What follows belongs to an exercise in optimizing a design on an open flow for small area, a short achievable clock period and few clock cycles per item; a production flow would make more cautious choices.
No run shown here included a check of the RTL's function; only the layout flow was run.
No activity file was given, so power comes from the tool's default toggle rates.

## flow/config.mk

```make
export PLATFORM = sky130hd
export DESIGN_NAME = CORDIC
export DESIGN_NICKNAME = CORDIC
export VERILOG_FILES = /design/flow/design.v
export SDC_FILE = /design/flow/constraint.sdc
export NUM_CORES = 4
export LEC_CHECK = 0
export ABC_AREA = 1
export CAP_MARGIN = 20
export CORE_MARGIN = 2
export CORE_UTILIZATION = 40
export SLEW_MARGIN = 20
```

## flow/constraint.sdc

```tcl
create_clock -name core_clock -period 10.0 [get_ports {clk}]
set_input_delay 2.0000 -clock core_clock [delete_from_list [all_inputs] [get_ports {clk}]]
set_output_delay 2.0000 -clock core_clock [all_outputs]
set_load 0.01 [all_outputs]
```

## flow/design.v

```verilog
module CORDIC (
    input clk,
    input rst,
    input input_ready,
    input [15:0] angle,
    output reg output_ready,
    output reg signed [15:0] cosine_out,
    output reg signed [15:0] sine_out
);
    reg               busy;
    reg        [3:0]  cnt;    
    reg               d1;     
    reg               up;     
    reg signed [16:0] r;      
    wire in_d1 = (angle >= 16'd11520);
    wire in_d2 = in_d1 ? (angle >= 16'd18321) : (angle >= 16'd4719);
    reg signed [16:0] k;
    always @* begin
        k = 17'sd0;
        if (cnt == 4'd2) k = d1 ? (up ? -17'sd21914 : -17'sd14728)
                                : (up ? -17'sd8312 : -17'sd1126);
        if (cnt == 4'd3) k = up ? -17'sd1824 : 17'sd1824;
        if (cnt == 4'd4) k = up ? -17'sd915 : 17'sd915;
        if (cnt == 4'd5) k = up ? -17'sd458 : 17'sd458;
        if (cnt == 4'd6) k = up ? -17'sd205 : 17'sd205;
        if (cnt == 4'd7) k = up ? -17'sd115 : 17'sd115;
        if (cnt == 4'd8) k = up ? -17'sd57 : 17'sd57;
        if (cnt == 4'd9) k = up ? -17'sd29 : 17'sd29;
        if (cnt == 4'd10) k = up ? -17'sd14 : 17'sd14;
        if (cnt == 4'd11) k = up ? -17'sd7 : 17'sd7;
        if (cnt == 4'd12) k = up ? -17'sd4 : 17'sd4;
        if (cnt == 4'd13) k = up ? -17'sd2 : 17'sd2;
        if (cnt == 4'd14 || cnt == 4'd15) k = up ? -17'sd1 : 17'sd1;
    end
    wire signed [16:0] r_n = r + k;
    wire signed [15:0] c3 = d1 ? (up ? 16'sd2488 : 16'sd17410)
                               : (up ? 16'sd27360 : 16'sd32334);
    wire signed [15:0] s3 = d1 ? (up ? 16'sd32334 : 16'sd27360)
                               : (up ? 16'sd17410 : 16'sd2488);
    wire signed [15:0] ss = sine_out >>> cnt;
    wire signed [15:0] cs = cosine_out >>> cnt;
    wire signed [15:0] c_n = cosine_out + (ss ^ {16{up}}) + {15'd0, up};
    wire signed [15:0] s_n = sine_out + (cs ^ {16{~up}}) + {15'd0, ~up};
    always @(posedge clk) begin
        if (rst) begin
            busy <= 1'b0;
            output_ready <= 1'b0;
        end else if (busy) begin
            if (cnt == 4'd15) begin
                busy <= 1'b0;
                output_ready <= 1'b1;
            end
        end else if (input_ready) begin
            busy <= 1'b1;
            output_ready <= 1'b0;
        end
        if (busy) begin
            cnt <= cnt + 4'd1;
            r <= r_n;
            up <= ~r_n[16];
            cosine_out <= (cnt == 4'd2) ? c3 : c_n;
            sine_out <= (cnt == 4'd2) ? s3 : s_n;
        end else begin
            cnt <= 4'd2;
            r <= {1'b0, angle};
            d1 <= in_d1;
            up <= in_d2;
        end
    end
endmodule
```

## flow/flow/run.sh

```bash
#!/bin/bash
# Standard layout with extra make settings for timing repair.
set -euo pipefail
bash standard.sh SETUP_SLACK_MARGIN=6 finish > make_finish.log 2>&1
```

## flow/standard.sh

```bash
#!/bin/bash
# synth_recipe.tcl (not shown) runs the flow's synth.tcl, then flattens the netlist and writes it again
# the make line also repeats each setting of config.mk as NAME=value (left out here)
make -C /OpenROAD-flow-scripts/flow DESIGN_CONFIG=/design/flow/config.mk WORK_HOME=/design/flow/orfs CLKGATE_MAP_FILE= SYNTH_SCRIPT=/design/flow/synth_recipe.tcl "${@:-finish}"
```

==> notes.md, run 1 <==
status=no timing/DRC/antenna violations; vias in the first global route=around 6,500; vias after detailed routing=roughly 6,900; Nets=between 1,000 and 1,500; wire per inst=16.45 µm; width of the die=approximately 130 µm; Max Clock Freq=between 0.2 and 0.3 GHz; worst path cell trace=buf_12 -> clkinv_8 -> ha_2 -> inv_4 -> nor2_4 -> buf_12 -> buf_4 -> o211ai_1 -> a31oi_1 -> o31ai_1 -> nand2_1 -> ha_1 -> a21oi_1 -> inv_1 -> a31oi_1 -> o21ai_0 -> a21o_1 -> nand2_1 -> nand3_1 -> nand3_1 -> o21ai_0; Gate Count Post-Synth=around 1,000; DP HPWL=15,540 µm; synth unique cells=52; Psw=a little over 1000 µW; crit-path max cell delay=400 ps; CP required=roughly 10,000 ps; area occupied by multi-input gates=between 4000 and 5000 µm²; maximum vdd drop=~110 µV; Final Max Tran Viols=0; initial antenna violation count=0; hold path start=output_ready; placed cell area=7281 µm²; pin count of the biggest net entering global routing=50; # rows=47; area of all sequential standard cells=between 1000 and 1500 µm²; Routed Antenna Nets=0; setup violators final=0; Slew headroom=between 40% and 50%; R2R setup slack=~6300 ps; Starting Density=40.45%; Final period util=a little under two fifths; 1st-iter DRT viols=approximately 540; Post-Syn Area=6636 µm²; Syn Area/Cell=between 6 and 7 µm²; CTS sink count=57; drt total wl=20,920 µm; first drt pass iteration count=7; Setup crit end kind=flip-flop; Ys Warns=1; Synth Register Bits=57; area growth from synthesis to layout=17.48%; RSZ-0062 raised after global routing=yes; Worst Clk Skew=around 9.3 ps; part of the power in combinational logic=approximately two thirds; final instance area=between 7000 and 8000 µm²; first-pass GRT wire length=around 34,000 µm; CP max-delay cell=dfxtp_2; ratio of cells with drive above 1 in the final layout=8.840%; fin crit period=3689 ps; DRC viols=0; top cell type's share of synthesized area=between 10% and 20%; Layout Utilization=roughly 48%; Die ar.=around 18,000 µm²; gr usage total=between 20 and 25%; switching part of the total=49.36%; root buf cell=clkbuf_16; worst endpoint data arrival time=between 3000 and 4000 ps; worst r2r path cells=21; cell-internal power=around 1100 µW; number of synthesized flops with an enable pin=33; Yosys top cell by area=nand2_1; clk slew on worst S/H paths=around 60 ps; via/cell ratio=around 5.4; Hold Path Class=flip-flop to flip-flop; Most used DFF post-synth=edfxtp_1; Post-synth top cells=271 x nand2_1, 90 x nand3_1, 90 x o21ai_0; CP startpoint=cnt[0]; PwrDens=~270 nW/µm²; Post-Place Setup Slack=slightly above 5000 ps; worst path buffer plus inverter count=6; H-Tree Level Count=3; Seq/Total Area, Yosys=approximately 22%; Die Y=about 130 µm; Fin Setup TNS=0 ps; core area=between 15,000 and 20,000 µm²; hold_buf cts=0; global route overflow=0; Filler cells=~1,700; CP max FO=28; Crit path max-delay family=compound AO/OA/AOI/OAI gates; Port-buffer cells=just over 50; ant diodes=0; Crit path depth=21; worst slew pin tran=between 700 and 800 ps; clk latency of the worst-skew pair=about 350 ps; Syn Nets=1,081; Flop pwr share=between 15 and 20%; RePlAce Congestion=0.9486; cell depth of the worst hold path=2; Clock Power Share=between 15 and 20%; fin cells=approximately 1,300; Post-synth ARST share=0%; Leak Pwr=roughly 0.0036 µW; top-count cell post-synth=nand2_1; CTS Buf Count=9; Final Worst Setup Slack=6311 ps; CTS tree=done; maximum capacitance violations=0; final hold viol count=0; io pins=52; CTS Buffer Depth=2; Synth area leaders=nand2_1 15%, edfxtp_1 15%, ha_1 10%, dfxtp_1 7.2%, nand3_1 6.8%; Cells after DPL=~1,200; Worst Setup Start Kind=flip-flop; CP Class=flip-flop to flip-flop; worst r2r src=cnt[0]
[flip-flops by register name, indices dropped and copies added, names as in the netlist]
| name | cells |
|---|---|
| cnt | 4 |
| sine_out | 16 |
| output_ready | 1 |
| busy | 1 |
| up | 1 |
| cosine_out | 16 |
| r | 17 |
| d1 | 1 |
[power groups by stage]
stage / Clock (µW) / Combinational [µW] / Sequential [µW]
2_1_floorplan: 0 / 983 / 385
3_3_place_gp: 0 / 1330 / 388
3_5_place_dp: 0 / 1330 / 388
4_1_cts: 317 / 1340 / 383
5_1_grt: 324 / 1560 / 392
6_report: 313 / 1380 / 384
[cell usage in the layout, fill, tap and decap left out, types with 5 or more instances in the layout]
cell,Yosys,final
xor2_1,41,41
inv_4,3,5
clkdlybuf4s50_1,0,51
nor3_1,11,11
edfxtp_1,33,33
nor2_4,6,7
dfxtp_1,24,19
nor2_1,61,59
nand3_1,90,90
o21ai_0,90,88
o211ai_1,8,8
ha_1,54,51
nand2_2,11,12
inv_1,82,81
a21oi_1,70,69
or2_2,5,5
nor2_2,4,6
o221ai_1,6,6
a31oi_1,7,7
nand2_1,271,270
xnor2_1,10,10
clkbuf_16,0,11
o21ai_1,7,8
o22ai_1,7,7
buf_4,2,6
inv_2,12,9
o31ai_1,5,5
nor4_1,5,5
[area by class of cell]
class / count / area share [%]
inverters: 99 / 5.344
repair buffers: 62 / 8.474
well taps: 220 / 3.531
clock buffers: 10 / 3.210
flip-flops and latches: 57 / 18.99
clock inverters: 6 / 0.4975
multi-input cells: 817 / 59.85
repair inverters: 1 / 0.1123
[routing by layer]
metal | global-route usage [%] | part of all wire (%) | vias to the layer above
li1 | - | - | 3510
met1 | 30.40 | 45 | 3143
met2 | 41.02 | 48 | 179
met3 | 3.410 | 4.5 | 39
met4 | 10.27 | 3.0 | 0
met5 | 0 | 0 | -
[metrics by stage]
step / hold slack, ps / total power (µW)
2_1_floorplan: 511.2 / 1368
3_3_place_gp: 498.6 / 1715
3_5_place_dp: 502.3 / 1713
4_1_cts: 509.0 / 2041
5_1_grt: 529.6 / 2277
6_report: 500.0 / 2074
[worst paths after layout]
kind                   to
max reg2reg          r[9]
min          output_ready
min reg2reg  output_ready
max                  r[9]
[cell families after synthesis]
group / after synthesis / synth area share (%)
simple gates: 476 / 31.50
flops: 57 / 22.17
compound gates: 228 / 19.57
fa+ha+maj: 57 / 11.09
mux: 4 / 0.6033
xor+xnor: 51 / 6.731
buf+inv: 132 / 8.333
[what timing repair did]
| item | CTS | global route |
|---|---|---|
| gates cloned | 1 | 2 |
| gates resized for setup | 10 | 33 |
| pin swaps | 2 | 3 |
| setup endpoints to repair | 13 | 12 |
| buffers inserted | 3 | 3 |
[worst reg2reg max path: stages (launching register included)]
cell,delay [ps]
dfxtp_2,400
buf_12,190
clkinv_8,130
ha_2,260
inv_4,110
nor2_4,60
buf_12,140
buf_4,160
o211ai_1,120
a31oi_1,140
o31ai_1,210
nand2_1,100
ha_1,360
a21oi_1,210
inv_1,60
a31oi_1,220
o21ai_0,170
a21o_1,190
nand2_1,70
nand3_1,80
nand3_1,80
o21ai_0,80
==> run 2: changes to the inputs <==
==> flow/flow/run.sh (replaced) <==
#!/bin/bash
# Standard layout with extra make settings for timing repair.
set -euo pipefail
bash standard.sh SETUP_SLACK_MARGIN=6 'BUFFER_PORTS_ARGS=-buffer_cell sky130_fd_sc_hd__buf_2' finish > make_finish.log 2>&1
==> run 2 against run 1 <==
Still clean. Setup slack lost 56 ps. Via count shrank 0.65%. Power is essentially flat. Critical endpoint is now r[12].
==> notes.md, run 2 <==
Syn Area/Cell=6.603 µm² (unchanged); DP HPWL=15,380 µm (-1.1%); width of the die=132.8 µm (unchanged); hold_buf cts=0 (unchanged); RSZ-0062 raised after global routing=yes; synth unique cells=52 (unchanged); Die ar.=17,640 µm² (unchanged); Max Used Layer=met4; ratio of cells with drive above 1 in the final layout=13.23% (+4.4 points); DRC viols=0 (unchanged); Top reg by flops=r; CTS Buf Count=9 (unchanged); number of synthesized flops with an enable pin=33 (unchanged); critical path's most frequent cell=nand2_1; pin count of the biggest net entering global routing=50 (unchanged); CP max FO=28 (unchanged); CTS sink count=57 (unchanged); worst r2r src=cnt[0]; ant diodes=0 (unchanged); core area=16,410 µm² (unchanged); commonest non-fill, non-tap cells in the layout=270 x nand2_1, 90 x nand3_1, 88 x o21ai_0; initial antenna violation count=0 (unchanged); Post-synth top cells=271 x nand2_1, 90 x nand3_1, 90 x o21ai_0; top cell type's share of synthesized area=15.33% (unchanged); CP required=10,200 ps (about the same); max reg flops=17 (unchanged); Gate Count Post-Synth=1,005 (unchanged); crit-path max cell delay=420 ps (+20 ps); top flop regs=r x17, cosine_out x16, sine_out x16; Setup crit end kind=flip-flop; worst path buffer plus inverter count=5 (-1); clk latency of the worst-skew pair=340 ps (about the same); io pins=52 (unchanged); Post-Place Setup Slack=5306 ps (+112.3 ps); Filler cells=1,725 (+1.4%); H-Tree Level Count=3 (unchanged); R2R setup slack=6250 ps (-60 ps); Crit path max-delay family=simple AND/OR/NAND/NOR gates; Hold Path Class=flip-flop to flip-flop; # rows=47 (unchanged); worst r2r path cells=27 (+29%); CTS Buffer Depth=2 (unchanged); wire per inst=16.29 µm (-0.94%); Max Clock Freq=0.2670 GHz (-1.5%); R2R Path End=r[12]; Final Worst Setup Slack=6255 ps (-56.35 ps); Synth Register Bits=57 (unchanged); Post-Syn Area=6636 µm² (unchanged); final hold viol count=0 (unchanged); Routed Antenna Nets=0 (unchanged); Worst Setup Start Kind=flip-flop; Starting Density=40.45% (unchanged); Ys Warns=1 (unchanged); area growth from synthesis to layout=13.39%; maximum vdd drop=100.6 µV (-8.8%); CP endpoint=r[12]; vias after detailed routing=6,826 (-0.65%); Die Y=132.8 µm (unchanged); Hold Slack=496.4 ps (-3.613 ps); status=no timing/DRC/antenna violations; CP max-delay cell=fa_1; Post-synth ARST share=0% (unchanged); Port-buffer cells=51 (unchanged); setup violators final=0 (unchanged); Syn Nets=1,081 (unchanged); maximum capacitance violations=0 (unchanged); Final period util=37.45% (+0.56 points); Nets=1,122 (-0.089%); Final Max Tran Viols=0 (unchanged); CTS tree=done; worst endpoint data arrival time=3950 ps (+50 ps); met3 routed WL=1002 µm (+6.8%); first-pass GRT wire length=32,640 µm (-3.0%); Synth area leaders=nand2_1 15%, edfxtp_1 15%, ha_1 10%, dfxtp_1 7.2%, nand3_1 6.8%; Fin Setup TNS=0 ps (unchanged); RePlAce Congestion=0.9124 (-3.8%); Leak Pwr=0.003662 µW (+0.33%); routed wl met2=9576 µm (-4.2%); Yosys top cell by area=nand2_1; Slew headroom=49.61% (+2.3 points); via/cell ratio=5.371 (-0.58%); Most used DFF post-synth=edfxtp_1; vias in the first global route=6,319 (-2.3%); 1st-iter DRT viols=650 (+21%); Crit path depth=27 (+29%); root buf cell=clkbuf_16; CP startpoint=cnt[0]; Worst Clk Skew=8.325 ps (-0.9278 ps); Met1 Wirelength=9431 µm (+0.74%); drt total wl=20,710 µm (-1.0%); worst slew pin tran=751.2 ps (-33.90 ps); Pwr Total=2074 µW (about the same); global route overflow=0 (unchanged); PwrDens=275.6 nW/µm² (+3.6%); fin crit period=3745 ps (+56.35 ps); CP Class=flip-flop to flip-flop; clk slew on worst S/H paths=60 ps (about the same); top-count cell post-synth=nand2_1; gr usage total=23.40% (-0.67 points); Seq/Total Area, Yosys=22.17% (unchanged); commonest non-fill, non-tap cell in the layout=nand2_1; first drt pass iteration count=6 (-1)
## run 2: timing repair
action                                  in CTS  in global routing
endpoints found under the hold margin        0                  0
endpoints found under the setup margin      13                 12
resized for setup                           10                 24
gates cloned                                 1                  2
pin swaps                                    2                  2
buffers inserted                             4                  1
## run 2: stage by stage
stage	area (µm²)	utilization [%]	instances
3_3_place_gp	7025	42.82	1247
2_1_floorplan	6636	-	1005
4_1_cts	7420	45.22	1268
6_report	7525	45.86	1271
5_1_grt	7525	45.86	1271
3_5_place_dp	7025	42.82	1247
## run 2: where the power goes
part,switching [µW],total (µW),internal [µW]
Combinational,840,1340,500
Sequential,56.9,384,328
Clock,126,349,223
Total,1020,2070,1050
## run 2: layout make-up
class / instances / area (µm²) / share of cell area [%]
Clock buffer: 11 / 275.3 / 3.658
Clock inverter: 5 / 57.56 / 0.7649
Inverter: 99 / 416.7 / 5.537
Multi-Input combinational cell: 817 / 4636 / 61.61
Sequential cell: 57 / 1480 / 19.67
Tap cell: 220 / 275.3 / 3.658
Timing Repair Buffer: 61 / 375.4 / 4.988
Timing Repair inverter: 1 / 8.758 / 0.1164
## run 2: routing by layer
metal | global-route usage (%) | vias to the layer above
li1 | - | 3508
met1 | 30.59 | 3083
met2 | 38.80 | 195
met3 | 3.027 | 40
met4 | 10.04 | 0
met5 | 0 | -
## run 2: worst min-delay path by stage
stage / cells past startpoint / to / from / slack, ps
6_report: 2 / output_ready / output_ready / 500
5_1_grt: 2 / output_ready / output_ready / 520
4_1_cts: 2 / output_ready / output_ready / 500
3_5_place_dp: 2 / output_ready / output_ready / 500
3_3_place_gp: 2 / output_ready / output_ready / 500
2_1_floorplan: 2 / output_ready / output_ready / 510
## run 2: cells by family (layout without fill, tap and decap cells)
family	count (synthesis)	count (layout)	synth area share [%]
mux	4	4	0.6033
simple gates	476	477	31.50
buf+inv	132	177	8.333
flops	57	57	22.17
fa+ha+maj	57	57	11.09
xor+xnor	51	51	6.731
compound gates	228	228	19.57
## run 2: worst min-delay path, cell delays in order (launching register included)
cell,delay [ps]
dfxtp_1,310
nor2_1,100
a211oi_1,50
==> run 3: changes to the inputs <==
==> flow/design.v (replaced) <==
module CORDIC (
    input clk,
    input rst,
    input input_ready,
    input [15:0] angle,
    output reg output_ready,
    output reg signed [15:0] cosine_out,
    output reg signed [15:0] sine_out
);
    reg               busy;
    reg        [3:0]  m;      
    reg               d1;     
    reg               up;     
    reg signed [16:0] r;      
    wire in_d1 = (angle >= 16'd11520);
    wire in_d2 = in_d1 ? (angle >= 16'd18321) : (angle >= 16'd4719);
    reg signed [16:0] k;
    always @* begin
        k = 17'sd0;
        if (m == 4'd15) k = d1 ? (up ? -17'sd21914 : -17'sd14728)
                               : (up ? -17'sd8312 : -17'sd1126);
        if (m == 4'd0) k = up ? -17'sd1824 : 17'sd1824;
        if (m == 4'd1) k = up ? -17'sd915 : 17'sd915;
        if (m == 4'd2) k = up ? -17'sd458 : 17'sd458;
        if (m == 4'd3) k = up ? -17'sd205 : 17'sd205;
        if (m == 4'd4) k = up ? -17'sd115 : 17'sd115;
        if (m == 4'd5) k = up ? -17'sd57 : 17'sd57;
        if (m == 4'd6) k = up ? -17'sd29 : 17'sd29;
        if (m == 4'd7) k = up ? -17'sd14 : 17'sd14;
        if (m == 4'd8) k = up ? -17'sd7 : 17'sd7;
        if (m == 4'd9) k = up ? -17'sd4 : 17'sd4;
        if (m == 4'd10) k = up ? -17'sd2 : 17'sd2;
        if (m == 4'd11) k = up ? -17'sd1 : 17'sd1;
        if (m == 4'd12) k = up ? -17'sd1 : 17'sd1;
    end
    wire signed [16:0] r_n = r + k;
    wire signed [15:0] c3 = d1 ? (up ? 16'sd2488 : 16'sd17410)
                               : (up ? 16'sd27360 : 16'sd32334);
    wire signed [15:0] s3 = d1 ? (up ? 16'sd32334 : 16'sd27360)
                               : (up ? 16'sd17410 : 16'sd2488);
    wire signed [15:0] ss = busy ? (sine_out >>> 3) >>> m : 16'sd0;
    wire signed [15:0] cs = busy ? (cosine_out >>> 3) >>> m : 16'sd0;
    wire first = busy && (m == 4'd15);
    wire signed [15:0] c_n = cosine_out + (ss ^ {16{up}}) + {15'd0, up};
    wire signed [15:0] s_n = sine_out + (cs ^ {16{~up}}) + {15'd0, ~up};
    always @(posedge clk) begin
        if (rst) begin
            busy <= 1'b0;
            output_ready <= 1'b0;
        end else if (busy) begin
            if (m == 4'd12) begin
                busy <= 1'b0;
                output_ready <= 1'b1;
            end
        end else if (input_ready) begin
            busy <= 1'b1;
            output_ready <= 1'b0;
        end
        cosine_out <= first ? c3 : c_n;
        sine_out <= first ? s3 : s_n;
        if (busy) begin
            m <= m + 4'd1;
            r <= r_n;
            up <= ~r_n[16];
        end else begin
            m <= 4'd15;
            r <= {1'b0, angle};
            d1 <= in_d1;
            up <= in_d2;
        end
    end
endmodule
==> run 3 against run 2 <==
Still clean. Highest routed layer unchanged. Clock power shrank 17%. Sequential share of layout area shrank 3.4 points. Critical path type unchanged. Largest power group unchanged. Wire length shrank 7.7%.
==> notes.md, run 3 <==
status=no timing/DRC/antenna violations; fin crit period=3708 ps (-37.83 ps); Top reg by flops=r; wire per inst=15.52 µm (-4.7%); CP max FO=14 (-50%); vias after detailed routing=6,720 (-1.6%); io pins=52 (unchanged); H-Tree Level Count=3 (unchanged); width of the die=128.1 µm (-3.6%); Synth Register Bits=57 (unchanged); first-pass GRT wire length=30,460 µm (-6.7%); root buf cell=clkbuf_16; number of synthesized flops with an enable pin=1 (-97%); Post-synth ARST share=0% (unchanged); worst slew pin tran=736.2 ps (-14.93 ps); Max Clock Freq=0.2697 GHz (+1.0%); crit-path max cell delay=380 ps (-40 ps); commonest non-fill, non-tap cells in the layout=269 x nand2_1, 86 x inv_1, 81 x nand3_1; CP max-delay cell=fa_1; clk slew on worst S/H paths=50 ps (about the same); Seq/Total Area, Yosys=18.70% (-3.5 points); Fin Setup TNS=0 ps (unchanged); top flop regs=r x17, cosine_out x16, sine_out x16; Syn Area/Cell=6.283 µm² (-4.9%); RePlAce Congestion=0.9156 (+0.35%); met3 routed WL=1295 µm (+29%); cell depth of the worst hold path=2 (unchanged); DRC viols=0 (unchanged); ant diodes=0 (unchanged); CTS sink count=57 (unchanged); gr usage total=23.34% (-0.059 points); CTS Buf Count=9 (unchanged); drt total wl=19,110 µm (-7.7%); Nets=1,115 (-0.62%); hold_buf cts=0 (unchanged); Leak Pwr=0.003490 µW (-4.7%); Routed Antenna Nets=0 (unchanged); Pwr Total=2429 µW (+17%); clk latency of the worst-skew pair=340 ps (about the same); Slew headroom=50.61% (+1.0 points); Synth area leaders=dfxtp_1 18%, nand2_1 16%, ha_1 11%, nand3_1 6.6%, a21oi_1 6.3%; max reg flops=17 (unchanged); maximum capacitance violations=0 (unchanged); area growth from synthesis to layout=16.11%; top cell type's share of synthesized area=18.21% (+2.9 points); maximum vdd drop=130.8 µV (+30%); top-count cell post-synth=nand2_1; Worst Setup Start Kind=flip-flop; final hold viol count=0 (unchanged); Final period util=37.08% (-0.38 points); Gate Count Post-Synth=980 (-2.5%); RSZ-0062 raised after global routing=no; setup violators final=0 (unchanged); Post-synth top cells=270 x nand2_1, 91 x inv_1, 81 x nand3_1; vias in the first global route=6,148 (-2.7%); Crit path max-delay family=simple AND/OR/NAND/NOR gates; Yosys top cell by area=dfxtp_1; synth unique cells=57 (+9.6%); Die ar.=16,400 µm² (-7.0%); 1st-iter DRT viols=552 (-15%); critical path's most frequent cell=nand2_1; Ys Warns=1 (unchanged); Most used DFF post-synth=dfxtp_1; Syn Nets=1,056 (-2.3%); CP Class=flip-flop to flip-flop; CP required=10,220 ps (+20 ps); # rows=45 (-4.3%); ratio of cells with drive above 1 in the final layout=14.96% (+1.7 points); Hold Path Class=flip-flop to flip-flop; Layout Utilization=47.20% (+1.3 points); Setup crit end kind=flip-flop; Die Y=128.1 µm (-3.6%); worst endpoint data arrival time=3930 ps (-20 ps); Starting Density=40.65% (+0.20 points); PwrDens=339.7 nW/µm² (+23%); Worst Clk Skew=7.457 ps (-0.8673 ps); Final Max Tran Viols=0 (unchanged); pin count of the biggest net entering global routing=41 (-18%); DP HPWL=14,210 µm (-7.6%); via/cell ratio=5.459 (+1.6%); core area=15,150 µm² (-7.7%); Met1 Wirelength=9086 µm (-3.7%); initial antenna violation count=0 (unchanged); Port-buffer cells=51 (unchanged); global route overflow=0 (unchanged); Post-Syn Area=6157 µm² (-7.2%); first drt pass iteration count=7 (+1); worst path buffer plus inverter count=8 (+3); CTS tree=done; Crit path depth=27 (unchanged); commonest non-fill, non-tap cell in the layout=nand2_1; routed wl met2=8486 µm (-11%); worst r2r path cells=27 (unchanged); Max Used Layer=met4; CTS Buffer Depth=2 (unchanged)
[run 3: worst min-delay path, cell delays in order, from the launching register on]
cell     delay [ps]
dfxtp_1         310
nand2_1          60
a21oi_1          50
[run 3: power by group]
group	switching (µW)	internal, µW
clock network	117	172
logic	1020	666
registers	115	336
[run 3: cell type report]
cell class | count | area, µm²
repair buffers | 77 | 509.2
repair inverters | 1 | 5.005
fillers | 1583 | 7996
multi-input cells | 788 | 4539
flip-flops and latches | 57 | 1160
inverters | 105 | 429.2
clock buffers | 10 | 239.0
well taps | 188 | 235.2
clock inverters | 5 | 32.53
[run 3: stage by stage]
| step | instance area [µm²] | setup slack [ps] | instances | hold slack, ps |
|---|---|---|---|---|
| after floorplan | 6157 | 6283 | 980 | 494.8 |
| after global placement | 6546 | 5471 | 1196 | 462.4 |
| after detailed placement | 6546 | 5361 | 1196 | 467.2 |
| after CTS | 6878 | 6051 | 1215 | 474.7 |
| after global routing | 7149 | 5984 | 1231 | 502.6 |
| final | 7149 | 6292 | 1231 | 467.7 |
[run 3: worst paths after layout]
kind         slack (ps)        start          end
max                6290         m[0]           up
min                 470  sine_out[0]  sine_out[0]
max reg2reg        6290         m[0]           up
min reg2reg         470  sine_out[0]  sine_out[0]
[run 3: repair_timing]
action,CTS,global route
cloned,1,1
setup buffers,3,15
pin swaps,0,6
resized for setup,11,34
endpoints found under the setup margin,12,9
endpoints found under the hold margin,0,0
[run 3: logic make-up (layout without fill, tap and decap cells)]
kind of cell               count (synthesis)  after routing  synth area share, %
and+or+nand+nor                          463            463                33.14
AOI/OAI and AO/OA                        225            225                20.87
buffers and inverters                    135            198                9.144
adders and majority gates                 57             57                11.95
DFF                                       57             57                18.70
xor gates and xnor gates                  39             39                5.548
muxes                                      4              4               0.6503
[run 3: routing by layer]
| metal | vias to the layer above | GRT usage (%) |
|---|---|---|
| met5 | - | 0 |
| met4 | 0 | 6.399 |
| met3 | 18 | 5.134 |
| met2 | 239 | 36.80 |
| met1 | 3037 | 32.17 |
| li1 | 3426 | - |
==> run 4: changes to the inputs <==
--- a/flow/config.mk
+++ b/flow/config.mk
@@ -10,3 +10,4 @@
 export CORE_MARGIN = 2
 export CORE_UTILIZATION = 40
+export CTS_BUF_LIST = sky130_fd_sc_hd__clkbuf_2 sky130_fd_sc_hd__clkbuf_4 sky130_fd_sc_hd__clkbuf_8
 export SLEW_MARGIN = 20
==> run 4 against run 3 <==
Critical path type unchanged. Combinational power hardly changed. Wire length fell by 0.54%. Area after synthesis did not move. Still clean. Fmax fell by 0.42%.
==> notes.md, run 4 <==
Post-Synth Adder-Cell Area=11.95% (unchanged); CTS tree=done; first-pass GRT wire length=30,570 µm (+0.36%); Nets=1,112 (-0.27%); top-count cell post-synth=nand2_1; 1st-iter DRT viols=531 (-3.8%); initial antenna violation count=0 (unchanged); Cells after DPL=1,196 (unchanged); Fin Setup TNS=0 ps (unchanged); gr usage total=23.38% (+0.044 points); root buf cell=clkbuf_8; first drt pass iteration count=5 (-2); Post-synth top cells=270 x nand2_1, 91 x inv_1, 81 x nand3_1; CP max-delay cell=fa_1; CP max FO=16 (+2); number of synthesized flops with an enable pin=1 (unchanged); critical path's most frequent cell=nand2_1; ant diodes=0 (unchanged); Post-synth ARST share=0% (unchanged); crit-path max cell delay=380 ps (about the same); mux cell area share after synthesis=0.6503% (unchanged); Leak Pwr=0.003431 µW (-1.7%); pin count of the biggest net entering global routing=41 (unchanged); maximum vdd drop=130.9 µV (about the same); worst slew pin tran=724.3 ps (-11.95 ps); Compound-Gate Fraction of Synth Area=20.87% (unchanged); Synth Area in Simple Gates=33.14% (unchanged); Synth Register Bits=57 (unchanged); wire per inst=15.48 µm (-0.30%); CP required=10,250 ps (+30 ps); H-Tree Level Count=3 (unchanged); Starting Density=40.65% (unchanged); Die Y=128.1 µm (unchanged); ratio of cells with drive above 1 in the final layout=14.71% (-0.25 points); Final Max Tran Viols=0 (unchanged); vias in the first global route=6,124 (-0.39%); Ys Warns=1 (unchanged); RSZ-0062 raised after global routing=no; RePlAce Congestion=0.9156 (unchanged); final hold viol count=0 (unchanged); area of all sequential standard cells=1160 µm² (unchanged); drt total wl=19,010 µm (-0.54%); Syn Area/Cell=6.283 µm² (unchanged); Synth area leaders=dfxtp_1 18%, nand2_1 16%, ha_1 11%, nand3_1 6.6%, a21oi_1 6.3%; CP Class=flip-flop to flip-flop; via/cell ratio=5.494 (+0.65%); # rows=45 (unchanged); fin cells=1,228 (-0.24%); maximum capacitance violations=0 (unchanged); Most used DFF post-synth=dfxtp_1; Worst Clk Skew=14.17 ps (+6.713 ps); PwrDens=332.6 nW/µm² (-2.1%); CTS sink count=57 (unchanged); top cell type's share of synthesized area=18.21% (unchanged); Setup crit end kind=flip-flop; area occupied by multi-input gates=4543 µm² (about the same); vias after detailed routing=6,747 (+0.40%); synth unique cells=57 (unchanged); Worst Setup Start Kind=flip-flop; Yosys top cell by area=dfxtp_1; width of the die=128.1 µm (unchanged); Max Clock Freq=0.2686 GHz (-0.42%); DP HPWL=14,210 µm (unchanged); xor/xnor share of the synthesized area=5.548% (unchanged); Post-Syn Area=6157 µm² (unchanged); Gate Count Post-Synth=980 (unchanged); Hold Path Class=flip-flop to flip-flop; clk slew on worst S/H paths=70 ps (+20 ps); Seq/Total Area, Yosys=18.70% (unchanged); fin crit period=3723 ps (+15.47 ps); global route overflow=0 (unchanged); area growth from synthesis to layout=14.08%; Die ar.=16,400 µm² (unchanged); Routed Antenna Nets=0 (unchanged); io pins=52 (unchanged); DRC viols=0 (unchanged); commonest non-fill, non-tap cells in the layout=268 x nand2_1, 86 x inv_1, 81 x nand3_1; Slew headroom=51.41% (+0.80 points); Port-buffer cells=51 (unchanged); commonest non-fill, non-tap cell in the layout=nand2_1; status=no timing/DRC/antenna violations; main combinational cell family by area after synthesis=simple AND/OR/NAND/NOR gates; setup violators final=0 (unchanged); Syn Nets=1,056 (unchanged); CTS Buf Count=9 (unchanged); Filler cells=1,592 (+0.57%); CTS Buffer Depth=2 (unchanged); top flop regs=r x17, cosine_out x16, sine_out x16; Final period util=37.23% (+0.15 points); Top reg by flops=r; worst endpoint data arrival time=3970 ps (+40 ps); clk latency of the worst-skew pair=370 ps (+30 ps); core area=15,150 µm² (unchanged); max reg flops=17 (unchanged)
[run 4: logic make-up after synthesis]
family,count (synthesis)
compound gates,225
xor+xnor,39
fa+ha+maj,57
mux,4
flops,57
buf+inv,135
simple gates,463
[run 4: layout make-up]
| type | instances | area share [%] |
|---|---|---|
| repair inverters | 1 | 0.07125 |
| repair buffers | 74 | 6.929 |
| flip-flops and latches | 57 | 16.51 |
| clock buffers | 10 | 1.959 |
| clock inverters | 5 | 0.4631 |
| inverters | 105 | 6.038 |
| well taps | 188 | 3.349 |
| multi-input cells | 788 | 64.68 |
[run 4: repair_timing]
action                     CTS  global route
gates cloned                 1             1
hold buffers                 0             0
resized for setup           11            34
setup endpoints to repair   12             9
setup buffers                3            12
pin swaps                    0             6
[run 4: critical path: cells and delay by family, from the launching register on]
family | cells | cell delay, ps
fa+ha+maj | 2 | 560
compound gates | 5 | 750
buf+inv | 8 | 820
flops | 1 | 350
simple gates | 12 | 1100
[run 4: where the power goes]
group | switching [µW] | total [µW] | internal [µW]
clock network | 107 | 202 | 94.2
logic | 1020 | 1690 | 664
registers | 111 | 447 | 336
[run 4: routing by layer]
layer	share of wire, %	vias up	global-route usage, %
met2	44	239	36.87
met3	5.2	26	2.796
met1	49	3064	33.17
li1	-	3418	-
met4	1.8	0	7.692
met5	0	-	0
[run 4: through the flow]
step                util, %  hold WS [ps]  setup slack (ps)  instance area [µm²]  total power, µW
finish                46.38         470.7              6277                 7024             2336
global route          46.38         505.4              5990                 7024             2601
CTS                   44.74         477.3              6042                 6777             2285
detailed placement    43.22         467.2              5361                 6546             2064
global placement      43.22         462.4              5471                 6546             2064
floorplan                 -         494.8              6283                 6157             1677
[run 4: path summary, 6_finish.rpt]
kind / startpoint / endpoint / slack (ps) / cells past startpoint
setup / recovery: m[0] / up / 6280 / 27
hold / removal: sine_out[0] / sine_out[0] / 470 / 2
setup reg to reg: m[0] / up / 6280 / 27
hold reg to reg: sine_out[0] / sine_out[0] / 470 / 2
==> run 5: changes to the inputs <==
--- a/flow/config.mk
+++ b/flow/config.mk
@@ -9,5 +9,5 @@
 export CAP_MARGIN = 20
 export CORE_MARGIN = 2
-export CORE_UTILIZATION = 40
+export CORE_UTILIZATION = 65
 export CTS_BUF_LIST = sky130_fd_sc_hd__clkbuf_2 sky130_fd_sc_hd__clkbuf_4 sky130_fd_sc_hd__clkbuf_8
 export SLEW_MARGIN = 20
==> run 5 against run 4 <==
Still clean on timing, DRC and antenna. Cell count decreased by 7.0%. Global-route usage is 11 points higher. Clock power up 5%. Design area is 2.5% lower. Core utilization rose by 28 points. Critical path type unchanged. Critical endpoint is now r[14]. Largest cell class unchanged. Largest power group unchanged. Highest routed layer unchanged.
==> notes.md, run 5 <==
Synth Register Bits=57 (unchanged); global route overflow=0 (unchanged); Routed Antenna Nets=0 (unchanged); via/cell ratio=6.038 (+9.9%); maximum capacitance violations=0 (unchanged); commonest non-fill, non-tap cell in the layout=nand2_1; Syn Nets=1,056 (unchanged); synth unique cells=57 (unchanged); Pwr Total=2361 µW (+1.1%); Slew headroom=55.22% (+3.8 points); DRC viols=0 (unchanged); CTS Buffer Depth=2 (unchanged); Fin Setup TNS=0 ps (unchanged); Final period util=38.24% (+1.0 points); ratio of cells with drive above 1 in the final layout=13.48% (-1.2 points); area growth from synthesis to layout=11.26%; Most used DFF post-synth=dfxtp_1; worst slew pin tran=667.6 ps (-56.70 ps); CTS Buf Count=9 (unchanged); RSZ-0062 raised after global routing=no; Setup crit end kind=flip-flop; DP HPWL=13,140 µm (-7.5%); vias after detailed routing=6,895 (+2.2%); Top reg by flops=r; final hold viol count=0 (unchanged); Die ar.=10,270 µm² (-37%); clk slew on worst S/H paths=70 ps (about the same); Die Y=101.3 µm (-21%); max reg flops=17 (unchanged); first-pass GRT wire length=28,390 µm (-7.2%); initial antenna violation count=0 (unchanged); vias in the first global route=6,128 (+0.065%); clk latency of the worst-skew pair=360 ps (about the same); Worst Setup Start Kind=flip-flop; maximum vdd drop=167.8 µV (+28%); Seq/Total Area, Yosys=18.70% (unchanged); io pins=52 (unchanged); critical path's most frequent cell=nand2_1; CP max-delay cell=dfxtp_4; number of synthesized flops with an enable pin=1 (unchanged); Worst Clk Skew=11.88 ps (-2.286 ps); top flop regs=r x17, cosine_out x16, sine_out x16; Post-synth top cells=270 x nand2_1, 91 x inv_1, 81 x nand3_1; CP max FO=18 (+2); H-Tree Level Count=3 (unchanged); gr usage total=34.71% (+11 points); wire per inst=16.19 µm (+4.6%); root buf cell=clkbuf_8; RePlAce Congestion=0.9628 (+5.2%); first drt pass iteration count=5 (unchanged); width of the die=101.3 µm (-21%); Syn Area/Cell=6.283 µm² (unchanged); fin cells=1,142 (-7.0%); hold path start=output_ready; Starting Density=66.95% (+26 points); crit-path max cell delay=390 ps (about the same); Ys Warns=1 (unchanged); Final Max Tran Viols=0 (unchanged); core area=9196 µm² (-39%); CP required=10,230 ps (-20 ps); Yosys top cell by area=dfxtp_1; Gate Count Post-Synth=980 (unchanged); drt total wl=18,490 µm (-2.7%); commonest non-fill, non-tap cells in the layout=269 x nand2_1, 89 x inv_1, 81 x nand3_1; CTS sink count=57 (unchanged); CP Class=flip-flop to flip-flop; PwrDens=344.7 nW/µm² (+3.6%); CTS tree=done; Hold Path Class=flip-flop to flip-flop; 1st-iter DRT viols=500 (-5.8%); worst endpoint data arrival time=4050 ps (+80 ps); Max Clock Freq=0.2615 GHz (-2.6%); setup violators final=0 (unchanged); worst r2r src=up; Post-Syn Area=6157 µm² (unchanged); pin count of the biggest net entering global routing=40 (-2.4%); hold_buf cts=0 (unchanged); top cell type's share of synthesized area=18.21% (unchanged); Cells after DPL=1,116 (-6.7%); ant diodes=0 (unchanged); Port-buffer cells=51 (unchanged); Nets=1,102 (-0.90%); status=no timing/DRC/antenna violations; Post-synth ARST share=0% (unchanged); # rows=35 (-22%); Leak Pwr=0.003397 µW (-0.99%); CP startpoint=up; fin crit period=3824 ps (+100.6 ps); Filler cells=804 (-49%); Synth area leaders=dfxtp_1 18%, nand2_1 16%, ha_1 11%, nand3_1 6.6%, a21oi_1 6.3%; top-count cell post-synth=nand2_1
run 5: cells by family after synthesis:
logic type / count (synthesis) / share of synthesized area (%)
AO/OA/AOI/OAI: 225 / 20.87
XOR/XNOR: 39 / 5.548
adder cells (fa/ha/maj): 57 / 11.95
buffers and inverters: 135 / 9.144
flip-flops: 57 / 18.70
multiplexers: 4 / 0.6503
AND/OR/NAND/NOR: 463 / 33.14
run 5: path summary, 6_finish.rpt:
path                            cells past startpoint           end  slack [ps]
worst min-delay path                                2  output_ready         480
worst min register to register                      2  output_ready         480
worst max-delay path                               25         r[14]        6180
worst max register to register                     25         r[14]        6180
run 5: report_power, final:
part           internal (µW)  switching (µW)  leakage, µW
clock                    102             110    0.0000911
sequential               336             123     0.000480
combinational            661            1030      0.00283
run 5: metal layers:
layer | share of wire, % | GRT usage (%) | wire, µm
met1 | 41 | 42.44 | 7498
met2 | 47 | 60.42 | 8624
met3 | 7.6 | 3.520 | 1396
met4 | 5.2 | 17.67 | 970
met5 | 0 | 0 | 0
run 5: per-stage QoR:
stage / setup slack, ps / cell area, µm² / utilization (%) / hold WS, ps
final: 6176 / 6850 / 74.49 / 483.6
after global routing: 5987 / 6850 / 74.49 / 511.2
after CTS: 5936 / 6650 / 72.31 / 488.2
after detailed placement: 5156 / 6427 / 69.89 / 472.1
after global placement: 5320 / 6427 / 69.89 / 464.4
after floorplan: 6283 / 6157 / - / 494.8
run 5: area by class of cell:
type | count | area [µm²] | share of cell area [%]
clock buffers | 11 | 151.4 | 2.210
clock inverters | 5 | 30.03 | 0.4384
inverters | 105 | 424.2 | 6.192
multi-input cells | 788 | 4493 | 65.59
flip-flops and latches | 57 | 1167 | 17.04
well taps | 111 | 138.9 | 2.027
repair buffers | 64 | 440.4 | 6.429
repair inverters | 1 | 5.005 | 0.07306
run 5: timing repair:
item	CTS	global route
cloned	1	2
setup endpoints to repair	20	9
buffers inserted	1	5
resized for setup	11	26
pin swaps	1	3
run 5: worst max-delay path: cells and delay by family (launching register included):
family,cells,cell delay (ps)
DFF,1,390
AOI/OAI and AO/OA,8,1080
and+or+nand+nor,10,820
buffers and inverters,5,650
adders and majority gates,2,720
==> run 6: changes to the inputs <==
--- a/flow/design.v
+++ b/flow/design.v
@@ -13,4 +13,31 @@
     reg               up;     
     reg signed [16:0] r;      
+    function [16:0] bk_add;
+        input [16:0] a, b;
+        input        cin;
+        input integer w;
+        reg [16:0] g, p, G, P, c;
+        integer i, d;
+        begin
+            g = a & b;
+            p = a ^ b;
+            G = g;
+            P = p;
+            for (d = 1; d < 17; d = d * 2)
+                for (i = 2 * d - 1; i < 17; i = i + 2 * d) begin
+                    G[i] = G[i] | (P[i] & G[i - d]);
+                    P[i] = P[i] & P[i - d];
+                end
+            for (d = 8; d >= 1; d = d / 2)
+                for (i = 3 * d - 1; i < 17; i = i + 2 * d) begin
+                    G[i] = G[i] | (P[i] & G[i - d]);
+                    P[i] = P[i] & P[i - d];
+                end
+            c[0] = cin;
+            for (i = 1; i < 17; i = i + 1)
+                c[i] = G[i - 1] | (P[i - 1] & cin);
+            bk_add = p ^ c;
+        end
+    endfunction
     wire in_d1 = (angle >= 16'd11520);
     wire in_d2 = in_d1 ? (angle >= 16'd18321) : (angle >= 16'd4719);
@@ -34,5 +61,5 @@
         if (m == 4'd12) k = up ? -17'sd1 : 17'sd1;
     end
-    wire signed [16:0] r_n = r + k;
+    wire signed [16:0] r_n = bk_add(r, k, 1'b0, 17);
     wire signed [15:0] c3 = d1 ? (up ? 16'sd2488 : 16'sd17410)
                                : (up ? 16'sd27360 : 16'sd32334);
@@ -42,6 +69,8 @@
     wire signed [15:0] cs = busy ? (cosine_out >>> 3) >>> m : 16'sd0;
     wire first = busy && (m == 4'd15);
-    wire signed [15:0] c_n = cosine_out + (ss ^ {16{up}}) + {15'd0, up};
-    wire signed [15:0] s_n = sine_out + (cs ^ {16{~up}}) + {15'd0, ~up};
+    wire [16:0] c_w = bk_add({1'b0, cosine_out}, {1'b0, ss ^ {16{up}}}, up, 16);
+    wire signed [15:0] c_n = c_w[15:0];
+    wire [16:0] s_w = bk_add({1'b0, sine_out}, {1'b0, cs ^ {16{~up}}}, ~up, 16);
+    wire signed [15:0] s_n = s_w[15:0];
     always @(posedge clk) begin
         if (rst) begin
--- a/flow/config.mk
+++ b/flow/config.mk
@@ -6,8 +6,8 @@
 export NUM_CORES = 4
 export LEC_CHECK = 0
-export ABC_AREA = 1
+export ABC_AREA = 0
 export CAP_MARGIN = 20
 export CORE_MARGIN = 2
-export CORE_UTILIZATION = 65
+export CORE_UTILIZATION = 40
 export CTS_BUF_LIST = sky130_fd_sc_hd__clkbuf_2 sky130_fd_sc_hd__clkbuf_4 sky130_fd_sc_hd__clkbuf_8
 export SLEW_MARGIN = 20
==> run 6 against run 5 <==
Design area increased by 3.0%. Non-clock buffer count increased by 26. Cell count decreased by 14%. Clock skew decreased by 1.4 ps. Critical path type unchanged. Critical endpoint is now sine_out[14]. Largest cell class unchanged. Largest power group unchanged.
==> notes.md, run 6 <==
RSZ-0062 raised after global routing=yes; Routed Antenna Nets=0 (unchanged); worst r2r path cells=15 (-40%); Synth area leaders=dfxtp_1 19%, ha_1 12%, xnor2_1 7.2%, o21ai_0 5.5%, a21oi_1 5.2%; Final period util=39.89% (+1.6 points); Port-buffer cells=51 (unchanged); Hold Path Class=flip-flop to flip-flop; Psw=1406 µW (+11%); routed wl met2=9087 µm (+5.4%); drt total wl=18,020 µm (-2.5%); hold endpoint=output_ready; R2R Path End=sine_out[14]; cell-internal power=1558 µW (+42%); CP required=10,270 ps (+40 ps); core area=14,420 µm² (+57%); H-Tree Level Count=3 (unchanged); worst endpoint data arrival time=4260 ps (+210 ps); area occupied by multi-input gates=4683 µm² (+4.2%); vias in the first global route=5,616 (-8.4%); Flop pwr share=16.3% (-3.2 points); via/cell ratio=5.949 (-1.5%); Max Used Layer=met4; Starting Density=40.69% (-26 points); Top reg by flops=r; commonest non-fill, non-tap cells in the layout=67 x nand2_1, 62 x o21ai_0, 60 x nor2_1; PwrDens=419.8 nW/µm² (+22%); part of the power in combinational logic=75.8% (+4.2 points); switching part of the total=47.43% (-6.0 points); Nets=879 (-20%); Gate Count Post-Synth=740 (-24%); Leak Pwr=0.003006 µW (-12%); Met1 Wirelength=7559 µm (+0.81%); io pins=52 (unchanged); setup violators final=0 (unchanged); Layout Utilization=48.93% (-26 points); CTS Buf Count=9 (unchanged); pin count of the biggest net entering global routing=70 (+75%); met3 routed WL=963 µm (-31%); area of all sequential standard cells=1162 µm² (-0.43%); Worst Setup Start Kind=flip-flop; gr usage total=22.48% (-12 points); Filler cells=1,409 (+75%); crit-path max cell delay=490 ps (+100 ps); Setup crit end kind=flip-flop; ratio of cells with drive above 1 in the final layout=24.19% (+11 points); initial antenna violation count=0 (unchanged); hold path start=output_ready; first-pass GRT wire length=28,430 µm (+0.17%); 1st-iter DRT viols=501 (+0.20%); Syn Nets=822 (-22%); maximum vdd drop=139.2 µV (-17%); top cell type's share of synthesized area=19.10% (+0.89 points); Clock Power Share=7.9% (-1.1 points); ant diodes=0 (unchanged); number of synthesized flops with an enable pin=1 (unchanged); Synth Register Bits=57 (unchanged); CTS Buffer Depth=2 (unchanged); fin crit period=3989 ps (+165.0 ps); wire per inst=18.28 µm (+13%); Syn Area/Cell=7.932 µm² (+26%); cell depth of the worst hold path=2 (unchanged); area growth from synthesis to layout=20.25%; max reg flops=17 (unchanged); worst r2r src=m[1]; DRC viols=0 (unchanged); Worst Clk Skew=10.44 ps (-1.449 ps); status=no timing/DRC/antenna violations; CP Class=flip-flop to flip-flop; final hold viol count=0 (unchanged); Fin Setup TNS=0 ps (unchanged); DP HPWL=12,780 µm (-2.8%); RePlAce Congestion=0.8821 (-8.4%); Max Clock Freq=0.2507 GHz (-4.1%); width of the die=125.1 µm (+23%); # rows=44 (+26%); clk slew on worst S/H paths=80 ps (about the same); root buf cell=clkbuf_8; clk latency of the worst-skew pair=380 ps (+20 ps); worst slew pin tran=587.0 ps (-80.61 ps); top flop regs=r x17, cosine_out x16, sine_out x16; worst path cell trace=buf_4 -> mux2_2 -> mux2i_1 -> o211ai_1 -> o211ai_1 -> buf_4 -> xnor2_2 -> ha_1 -> nor2b_4 -> o31a_1 -> o41a_4 -> a311oi_4 -> nor3_2 -> or3_1 -> a31o_1; Slew headroom=60.82% (+5.6 points); Post-synth ARST share=0% (unchanged); Seq/Total Area, Yosys=19.61% (+0.92 points); CP max FO=7 (-11); hold_buf cts=0 (unchanged); top-count cell post-synth=nand2_1; global route overflow=0 (unchanged); R2R setup slack=6010 ps (-160 ps); Ys Warns=1 (unchanged); CTS sink count=57 (unchanged); first drt pass iteration count=6 (+1); Yosys top cell by area=dfxtp_1; Die Y=125.1 µm (+23%); Post-synth top cells=70 x nand2_1, 65 x o21ai_0, 64 x nor2_1; Die ar.=15,660 µm² (+53%); Post-Syn Area=5869 µm² (-4.7%); CP max-delay cell=o41a_4; Final Max Tran Viols=0 (unchanged); Most used DFF post-synth=dfxtp_1; synth unique cells=67 (+18%); commonest non-fill, non-tap cell in the layout=nand2_1; maximum capacitance violations=0 (unchanged); vias after detailed routing=5,866 (-15%); CTS tree=done
==> run 6: cell count changes in the layout (fill, tap and decap cells not counted), sizes merged, moves of 20 or more <==
cell,change
nand3,-73
xor2,-25
o21ai,-20
nand2,-208
xnor2,+40
inv,-75
buf,+24
==> run 6: routing by layer <==
layer / global-route usage (%) / up-vias
li1: - / 2813
met1: 27.54 / 2810
met2: 39.39 / 207
met3: 4.065 / 36
met4: 8.301 / 0
met5: 0 / -
==> run 6: kinds of logic (layout without fill, tap and decap cells) <==
kind of cell | Yosys count | after routing | synth area share, %
mux | 48 | 48 | 11.13
flops | 57 | 57 | 19.61
fa+ha+maj | 63 | 63 | 14.45
xor+xnor | 54 | 54 | 8.058
buf+inv | 70 | 132 | 4.690
compound gates | 232 | 232 | 25.20
simple gates | 216 | 216 | 16.86
==> run 6: per-stage QoR <==
step	hold slack [ps]	instance area, µm²	setup WS [ps]	total power [µW]	std cells
2_1_floorplan	492.1	6036	6011	2086	740
3_3_place_gp	463.6	6355	5152	2484	939
3_5_place_dp	477.3	6355	5158	2543	939
4_1_cts	487.5	6739	6002	2843	965
5_1_grt	507.1	7058	5849	3238	986
6_report	481.4	7058	6011	2963	986
==> run 6: layout make-up <==
type	instances	area share, %
multi-input cells	613	66.35
flip-flops and latches	57	16.47
repair buffers	90	9.413
well taps	184	3.262
clock buffers	13	2.269
inverters	26	1.666
clock inverters	3	0.5673
==> run 6: worst max-delay path, delay by kind of cell (launching register included) <==
| kind | cells | cell delay, ps |
|---|---|---|
| AO/OA/AOI/OAI | 6 | 1590 |
| multiplexers | 2 | 660 |
| AND/OR/NAND/NOR | 3 | 540 |
| flip-flops | 1 | 410 |
| adder cells (fa/ha/maj) | 1 | 320 |
| buffers and inverters | 2 | 290 |
| XOR/XNOR | 1 | 70 |
==> run 6: how the worst max path moves through the flow <==
stage / from / endpoint / slack, ps / depth (start not counted)
floorplan: m[1] / r[15] / 6010 / 22
global placement: up / r[15] / 5150 / 19
detailed placement: up / r[14] / 5160 / 18
CTS: up / r[13] / 6000 / 19
global route: m[2] / r[15] / 5850 / 17
finish: m[1] / sine_out[14] / 6010 / 15
==> run 6: power by group through the flow <==
stage,Combinational [µW],Sequential [µW],Clock (µW)
finish,2250,483,235
detailed placement,2050,492,0
floorplan,1610,475,0
CTS,2120,483,240
global placement,2000,489,0
global route,2490,500,250
==> run 6: timing repair <==
action                                  4_1_cts  5_1_grt
pin swaps                                     2       19
buffers inserted                              9       21
gates cloned                                  1        0
hold endpoints to repair                      0        0
endpoints found under the setup margin       28       12
gates resized for setup                      14       39
==> run 7: changes to the inputs <==
--- a/flow/config.mk
+++ b/flow/config.mk
@@ -6,5 +6,5 @@
 export NUM_CORES = 4
 export LEC_CHECK = 0
-export ABC_AREA = 0
+export ABC_AREA = 1
 export CAP_MARGIN = 20
 export CORE_MARGIN = 2
==> run 7 against run 6 <==
Combinational power is 35% lower. Setup slack better by 220 ps. Sequential cell count stayed put. Register-to-register slack better by 220 ps. Critical endpoint is now r[15]. Die area is 2.1% higher. Worst hold slack better by 9.5 ps. Power is 27% lower. Synthesized cell count is 28% higher. Fmax is 5.7% higher.
==> notes.md, run 7 <==
first drt pass iteration count=5 (-1); CTS tree=done; Die Y=126.4 µm (+1.0%); CP required=10,240 ps (-30 ps); Final period util=37.73% (-2.2 points); Starting Density=41.11% (+0.41 points); gr usage total=22.82% (+0.34 points); R2R Path End=r[15]; Hold Path Class=flip-flop to flip-flop; R2R setup slack=6230 ps (+220 ps); Worst Setup Start Kind=flip-flop; routed wl met2=8504 µm (-6.4%); clk slew on worst S/H paths=70 ps (about the same); Nets=1,074 (+22%); top flop regs=r x17, cosine_out x16, sine_out x16; PwrDens=315.2 nW/µm² (-25%); Worst Clk Skew=10.76 ps (+0.3212 ps); drt total wl=18,160 µm (+0.77%); ratio of cells with drive above 1 in the final layout=14.34% (-9.8 points); Top reg by flops=r; Max Clock Freq=0.2651 GHz (+5.7%); clk latency of the worst-skew pair=370 ps (about the same); Final Max Tran Viols=0 (unchanged); Setup crit end kind=flip-flop; CP Class=flip-flop to flip-flop; Gate Count Post-Synth=947 (+28%); synth unique cells=51 (-24%); Most used DFF post-synth=dfxtp_1; Max Used Layer=met4; Post-Syn Area=5997 µm² (+2.2%); global route overflow=0 (unchanged); Post-Place Setup Slack=5207 ps (+48.21 ps); met3 routed WL=1039 µm (+7.9%); Synth Register Bits=57 (unchanged); worst r2r src=m[0]; RSZ-0062 raised after global routing=yes; status=no timing/DRC/antenna violations; Fin Setup TNS=0 ps (unchanged); ant diodes=0 (unchanged); final hold viol count=0 (unchanged); Met1 Wirelength=8140 µm (+7.7%); DP HPWL=13,210 µm (+3.4%); Ys Warns=1 (unchanged); Final Worst Setup Slack=6227 ps (+215.8 ps); number of synthesized flops with an enable pin=1 (unchanged); Post-synth ARST share=0% (unchanged); Yosys top cell by area=dfxtp_1; Slew headroom=45.19% (-16 points); CTS Buffer Depth=2 (unchanged); worst r2r path cells=21 (+6); Routed Antenna Nets=0 (unchanged); maximum capacitance violations=0 (unchanged); Port-buffer cells=51 (unchanged); fin crit period=3773 ps (-215.8 ps); root buf cell=clkbuf_8; Pwr Total=2155 µW (-27%); maximum vdd drop=109.5 µV (-21%); wire per inst=15.38 µm (-16%); vias in the first global route=5,820 (+3.6%); first-pass GRT wire length=29,320 µm (+3.1%); top cell type's share of synthesized area=18.69% (-0.41 points); commonest non-fill, non-tap cell in the layout=nand2_1; core area=14,590 µm² (+1.1%); pin count of the biggest net entering global routing=47 (-33%); io pins=52 (unchanged); CP startpoint=m[0]; Die ar.=15,990 µm² (+2.1%); DRC viols=0 (unchanged); via/cell ratio=5.294 (-11%); Syn Area/Cell=6.333 µm² (-20%); CP max FO=15 (+8); initial antenna violation count=0 (unchanged); CP endpoint=r[15]; top-count cell post-synth=nand2_1; vias after detailed routing=6,252 (+6.6%); Seq/Total Area, Yosys=19.19% (-0.42 points); worst endpoint data arrival time=4020 ps (-240 ps); worst slew pin tran=821.2 ps (+234.2 ps); width of the die=126.4 µm (+1.0%); area growth from synthesis to layout=14.04%; # rows=44 (unchanged); H-Tree Level Count=3 (unchanged); 1st-iter DRT viols=586 (+17%); Synth area leaders=dfxtp_1 19%, nand2_1 18%, ha_1 11%, nand3_1 6.7%, o21ai_0 6.7%; max reg flops=17 (unchanged); Leak Pwr=0.003564 µW (+19%); CTS Buf Count=9 (unchanged); Syn Nets=1,029 (+25%); setup violators final=0 (unchanged); commonest non-fill, non-tap cells in the layout=278 x nand2_1, 96 x inv_1, 79 x nand3_1; CTS sink count=57 (unchanged); Post-synth top cells=282 x nand2_1, 99 x inv_1, 80 x nand3_1, 80 x o21ai_0, 56 x dfxtp_1; RePlAce Congestion=0.9239 (+4.7%)
-- run 7: stage by stage --
step / util [%] / cell area [µm²] / cells / hold slack, ps
4_1_cts: 45.62 / 6655 / 1173 / 506.5
2_1_floorplan: - / 5997 / 947 / 524.0
6_report: 46.88 / 6839 / 1181 / 490.8
3_3_place_gp: 43.46 / 6341 / 1151 / 478.3
5_1_grt: 46.88 / 6839 / 1181 / 540.5
3_5_place_dp: 43.46 / 6341 / 1151 / 490.5
-- run 7: worst min path at each step --
| stage | start | endpoint | slack, ps | depth (start not counted) |
|---|---|---|---|---|
| finish | output_ready | output_ready | 490 | 2 |
| floorplan | output_ready | output_ready | 520 | 2 |
| global placement | output_ready | output_ready | 480 | 2 |
| CTS | output_ready | output_ready | 510 | 2 |
| detailed placement | output_ready | output_ready | 490 | 2 |
| global route | output_ready | output_ready | 540 | 2 |
-- run 7: layout make-up --
type                       count  area (µm²)
multi-input combinational    744        4310
sequential                    57        1167
fill                        1547        7750
clock inverter                 2       35.03
inverter                     110       442.9
tap                          184       230.2
timing repair buffer          69       467.9
timing repair inverter         1       5.005
clock buffer                  14       180.2
-- run 7: repair_timing --
action,CTS,global route
hold endpoints to repair,0,0
hold buffers,0,0
gates cloned,1,3
pin swaps,1,2
setup buffers,5,5
resized for setup,20,28
endpoints found under the setup margin,14,8
-- run 7: critical path, cell delays in order (launching register included) --
cell,delay (ps)
dfxtp_4,400
buf_12,150
inv_4,80
ha_2,250
nand3_2,150
nand2_2,100
nor2_4,130
nand3_4,110
nor3_4,270
nand2_1,100
nand2_1,70
and3_1,160
o31ai_1,80
ha_1,340
nand2_1,100
nor3_2,180
a21oi_2,100
nor3_1,190
nor2_1,80
fa_1,380
xor2_1,140
o21ai_0,80
-- run 7: cells by family (layout without fill, tap and decap cells) --
logic type | Yosys count | count (layout) | share of synthesized area [%]
AND/OR/NAND/NOR | 463 | 463 | 33.47
AO/OA/AOI/OAI | 174 | 174 | 16.69
XOR/XNOR | 35 | 35 | 5.112
multiplexers | 9 | 9 | 1.502
flip-flops | 57 | 57 | 19.19
buffers and inverters | 146 | 196 | 9.889
adder cells (fa/ha/maj) | 63 | 63 | 14.15
-- run 7: power breakdown --
group          leakage (µW)  switching [µW]  internal [µW]
logic               0.00297             868            590
clock network      0.000114             106            141
registers          0.000480             114            337
-- run 7: layer usage --
layer	up-vias	GRT usage, %
met5	-	0
met4	0	7.628
met3	39	4.007
met2	204	38.25
met1	2789	29.66
li1	3220	-
==> run 8: changes to the inputs <==
--- a/flow/design.v
+++ b/flow/design.v
@@ -13,4 +13,5 @@
     reg               up;     
     reg signed [16:0] r;      
+    reg               first;  
     function [16:0] bk_add;
         input [16:0] a, b;
@@ -42,24 +43,29 @@
     wire in_d1 = (angle >= 16'd11520);
     wire in_d2 = in_d1 ? (angle >= 16'd18321) : (angle >= 16'd4719);
-    reg signed [16:0] k;
+    wire [3:0] m_next = busy ? m + 4'd1 : 4'd0;
+    reg [10:0] t_next;
     always @* begin
-        k = 17'sd0;
-        if (m == 4'd15) k = d1 ? (up ? -17'sd21914 : -17'sd14728)
+        case (m_next)
+            4'd0: t_next = 11'd1824;
+            4'd1: t_next = 11'd915;
+            4'd2: t_next = 11'd458;
+            4'd3: t_next = 11'd205;
+            4'd4: t_next = 11'd115;
+            4'd5: t_next = 11'd57;
+            4'd6: t_next = 11'd29;
+            4'd7: t_next = 11'd14;
+            4'd8: t_next = 11'd7;
+            4'd9: t_next = 11'd4;
+            4'd10: t_next = 11'd2;
+            4'd11: t_next = 11'd1;
+            4'd12: t_next = 11'd1;
+            default: t_next = 11'd1;
+        endcase
+    end
+    reg [10:0] t;
+    wire signed [16:0] k0 = d1 ? (up ? -17'sd21914 : -17'sd14728)
                                : (up ? -17'sd8312 : -17'sd1126);
-        if (m == 4'd0) k = up ? -17'sd1824 : 17'sd1824;
-        if (m == 4'd1) k = up ? -17'sd915 : 17'sd915;
-        if (m == 4'd2) k = up ? -17'sd458 : 17'sd458;
-        if (m == 4'd3) k = up ? -17'sd205 : 17'sd205;
-        if (m == 4'd4) k = up ? -17'sd115 : 17'sd115;
-        if (m == 4'd5) k = up ? -17'sd57 : 17'sd57;
-        if (m == 4'd6) k = up ? -17'sd29 : 17'sd29;
-        if (m == 4'd7) k = up ? -17'sd14 : 17'sd14;
-        if (m == 4'd8) k = up ? -17'sd7 : 17'sd7;
-        if (m == 4'd9) k = up ? -17'sd4 : 17'sd4;
-        if (m == 4'd10) k = up ? -17'sd2 : 17'sd2;
-        if (m == 4'd11) k = up ? -17'sd1 : 17'sd1;
-        if (m == 4'd12) k = up ? -17'sd1 : 17'sd1;
-    end
-    wire signed [16:0] r_n = bk_add(r, k, 1'b0, 17);
+    wire [16:0] k = first ? k0 : ({17{up}} ^ {6'd0, t});
+    wire signed [16:0] r_n = bk_add(r, k, up & ~first, 17);
     wire signed [15:0] c3 = d1 ? (up ? 16'sd2488 : 16'sd17410)
                                : (up ? 16'sd27360 : 16'sd32334);
@@ -68,5 +74,4 @@
     wire signed [15:0] ss = busy ? (sine_out >>> 3) >>> m : 16'sd0;
     wire signed [15:0] cs = busy ? (cosine_out >>> 3) >>> m : 16'sd0;
-    wire first = busy && (m == 4'd15);
     wire [16:0] c_w = bk_add({1'b0, cosine_out}, {1'b0, ss ^ {16{up}}}, up, 16);
     wire signed [15:0] c_n = c_w[15:0];
@@ -88,4 +93,6 @@
         cosine_out <= first ? c3 : c_n;
         sine_out <= first ? s3 : s_n;
+        first <= ~busy;
+        t <= t_next;
         if (busy) begin
             m <= m + 4'd1;
==> run 8 against run 7 <==
Still clean. Die area down 0.59%. Fmax up 6.4%. Cell count down 1.8%.
==> notes.md, run 8 <==
status=no timing/DRC/antenna violations; vias after detailed routing=5,894 (-5.7%); Crit path depth=20 (-4.8%); initial antenna violation count=0 (unchanged); PwrDens=297.3 nW/µm² (-5.7%); critical path's most frequent cell=nand2_1; via/cell ratio=5.081 (-4.0%); Slew headroom=38.82% (-6.4 points); Final period util=35.46% (-2.3 points); number of synthesized flops with an enable pin=1 (unchanged); DP HPWL=12,540 µm (-5.1%); area growth from synthesis to layout=9.719%; Clock Power Share=15.5% (+4.0 points); root buf cell=clkbuf_8; CP startpoint=m[3]; Routed Antenna Nets=0 (unchanged); switching part of the total=48.83% (-1.6 points); synth unique cells=41 (-20%); Synth Register Bits=69 (+21%); Die ar.=15,890 µm² (-0.59%); CP required=10,280 ps (+40 ps); CTS Buffer Depth=2 (unchanged); fin crit period=3546 ps (-227.2 ps); core area=14,530 µm² (-0.38%); 1st-iter DRT viols=408 (-30%); global route overflow=0 (unchanged); H-Tree Level Count=3 (unchanged); placed cell area=6269 µm² (-1.1%); Most used DFF post-synth=dfxtp_1; Seq/Total Area, Yosys=23.34% (+4.1 points); worst path cell trace=clkinvlp_4 -> o211ai_1 -> o211ai_1 -> xor2_1 -> ha_1 -> nand2_1 -> nand2_1 -> inv_1 -> nand2_2 -> nand2_1 -> nand2_1 -> nand2_1 -> nand2_2 -> nand2_1 -> nand2_1 -> nand2_1 -> nand2_1 -> nand2_1 -> nand3_1 -> nand2_1; # rows=44 (unchanged); Flop pwr share=24.8% (+3.9 points); Starting Density=41.01% (-0.094 points); fin cells=1,160 (-1.8%); ant diodes=0 (unchanged); worst slew pin tran=916.8 ps (+95.56 ps); max reg flops=17 (unchanged); drt total wl=16,770 µm (-7.7%); setup violators final=0 (unchanged); ratio of cells with drive above 1 in the final layout=9.836% (-4.5 points); Psw=949.5 µW (-13%); first-pass GRT wire length=27,260 µm (-7.0%); Max Clock Freq=0.2820 GHz (+6.4%); Nets=1,048 (-2.4%); R2R Path End=sine_out[11]; commonest non-fill, non-tap cell in the layout=nand2_1; Leak Pwr=0.003384 µW (-5.0%); crit-path max cell delay=810 ps (+410 ps); top flop regs=r x17, cosine_out x16, sine_out x16; Final Max Tran Viols=0 (unchanged); Worst Setup Start Kind=flip-flop; Post-Syn Area=5961 µm² (-0.61%); R2R setup slack=6450 ps (+230 ps); top-count cell post-synth=nand2_1; vias in the first global route=5,321 (-8.6%); CP Class=flip-flop to flip-flop; part of the power in combinational logic=59.8% (-7.8 points); Die Y=126.1 µm (-0.30%); RePlAce Congestion=0.8944 (-3.2%); Syn Area/Cell=6.348 µm² (+0.24%); CP max FO=20 (+5); Crit path max-delay family=simple AND/OR/NAND/NOR gates; cell-internal power=995.1 µW (-6.8%); CTS sink count=69 (+21%); first drt pass iteration count=6 (+1); maximum vdd drop=102.6 µV (-6.2%); worst endpoint data arrival time=3820 ps (-200 ps); Post-synth ARST share=0% (unchanged); gr usage total=21.52% (-1.3 points); top cell type's share of synthesized area=22.84% (+4.1 points)
## run 8: cell count changes in the layout (fill, tap and decap cells not counted), sizes merged, moves of 9 or more
cell and change:
mux2i -9, o21ai -9, dfxtp +12, nand2 +17, buf -10, a21oi +11
## run 8: cells by family (layout without fill, tap and decap cells)
logic type	after synthesis	count (layout)	synth area share, %
AO/OA/AOI/OAI	158	158	14.55
AND/OR/NAND/NOR	474	474	33.40
buffers and inverters	137	174	10.10
flip-flops	69	69	23.34
XOR/XNOR	43	43	6.318
adder cells (fa/ha/maj)	58	58	12.30
## run 8: timing repair
action,CTS,global route
endpoints found under the setup margin,0,9
gates resized for setup,0,5
setup buffers,0,0
## run 8: power groups by stage
| stage | clock [µW] | combinational [µW] | sequential (µW) |
|---|---|---|---|
| floorplan | 0 | 895 | 460 |
| global placement | 0 | 1150 | 489 |
| detailed placement | 0 | 1150 | 489 |
| CTS | 309 | 1160 | 482 |
| global route | 320 | 1350 | 494 |
| finish | 301 | 1160 | 482 |
## run 8: how the worst min path moves through the flow
| stage | cells past startpoint | slack [ps] | end | startpoint |
|---|---|---|---|---|
| floorplan | 2 | 480 | output_ready | output_ready |
| detailed placement | 2 | 450 | output_ready | output_ready |
| CTS | 2 | 470 | output_ready | output_ready |
| global route | 2 | 480 | output_ready | output_ready |
| global placement | 2 | 450 | output_ready | output_ready |
| finish | 2 | 460 | output_ready | output_ready |
## run 8: layout make-up
cell class	count	area, µm²
clock buffer	10	137.6
clock inverter	6	116.4
fill	1619	7994
inverter	101	394.1
multi-input combinational	733	3968
sequential	69	1394
tap	184	230.2
timing repair buffer	56	292.8
timing repair inverter	1	7.507
## run 8: worst reg2reg max path, delay by kind of cell, from the launching register on
kind | cells | cell delay, ps
xor+xnor | 1 | 200
simple gates | 14 | 1040
buf+inv | 2 | 610
fa+ha+maj | 1 | 370
compound gates | 2 | 400
flops | 1 | 810
## run 8: metrics by stage
step / hold slack, ps / utilization [%] / setup WS [ps]
6_report: 460.6 / 45.00 / 6454
5_1_grt: 478.3 / 45.00 / 6090
4_1_cts: 466.1 / 44.88 / 6346
3_5_place_dp: 454.2 / 43.13 / 6376
3_3_place_gp: 453.4 / 43.13 / 6412
2_1_floorplan: 481.1 / - / 7146
## run 8: per-layer routing
metal,track usage (%),vias to the layer above,routed length [µm]
met5,0,-,0
met4,6.787,0,384
met3,4.630,27,946
met2,34.22,158,7487
met1,29.16,2579,7948
li1,-,3130,-

Setup slack of run 8, layout unchanged: 6.454 ns with ideal ports, 6.454 ns with driving cells assumed (clock clkbuf_16, inputs buf_2), 6.454 ns with port delays also shifted by the 0.416 ns mid clock arrival.
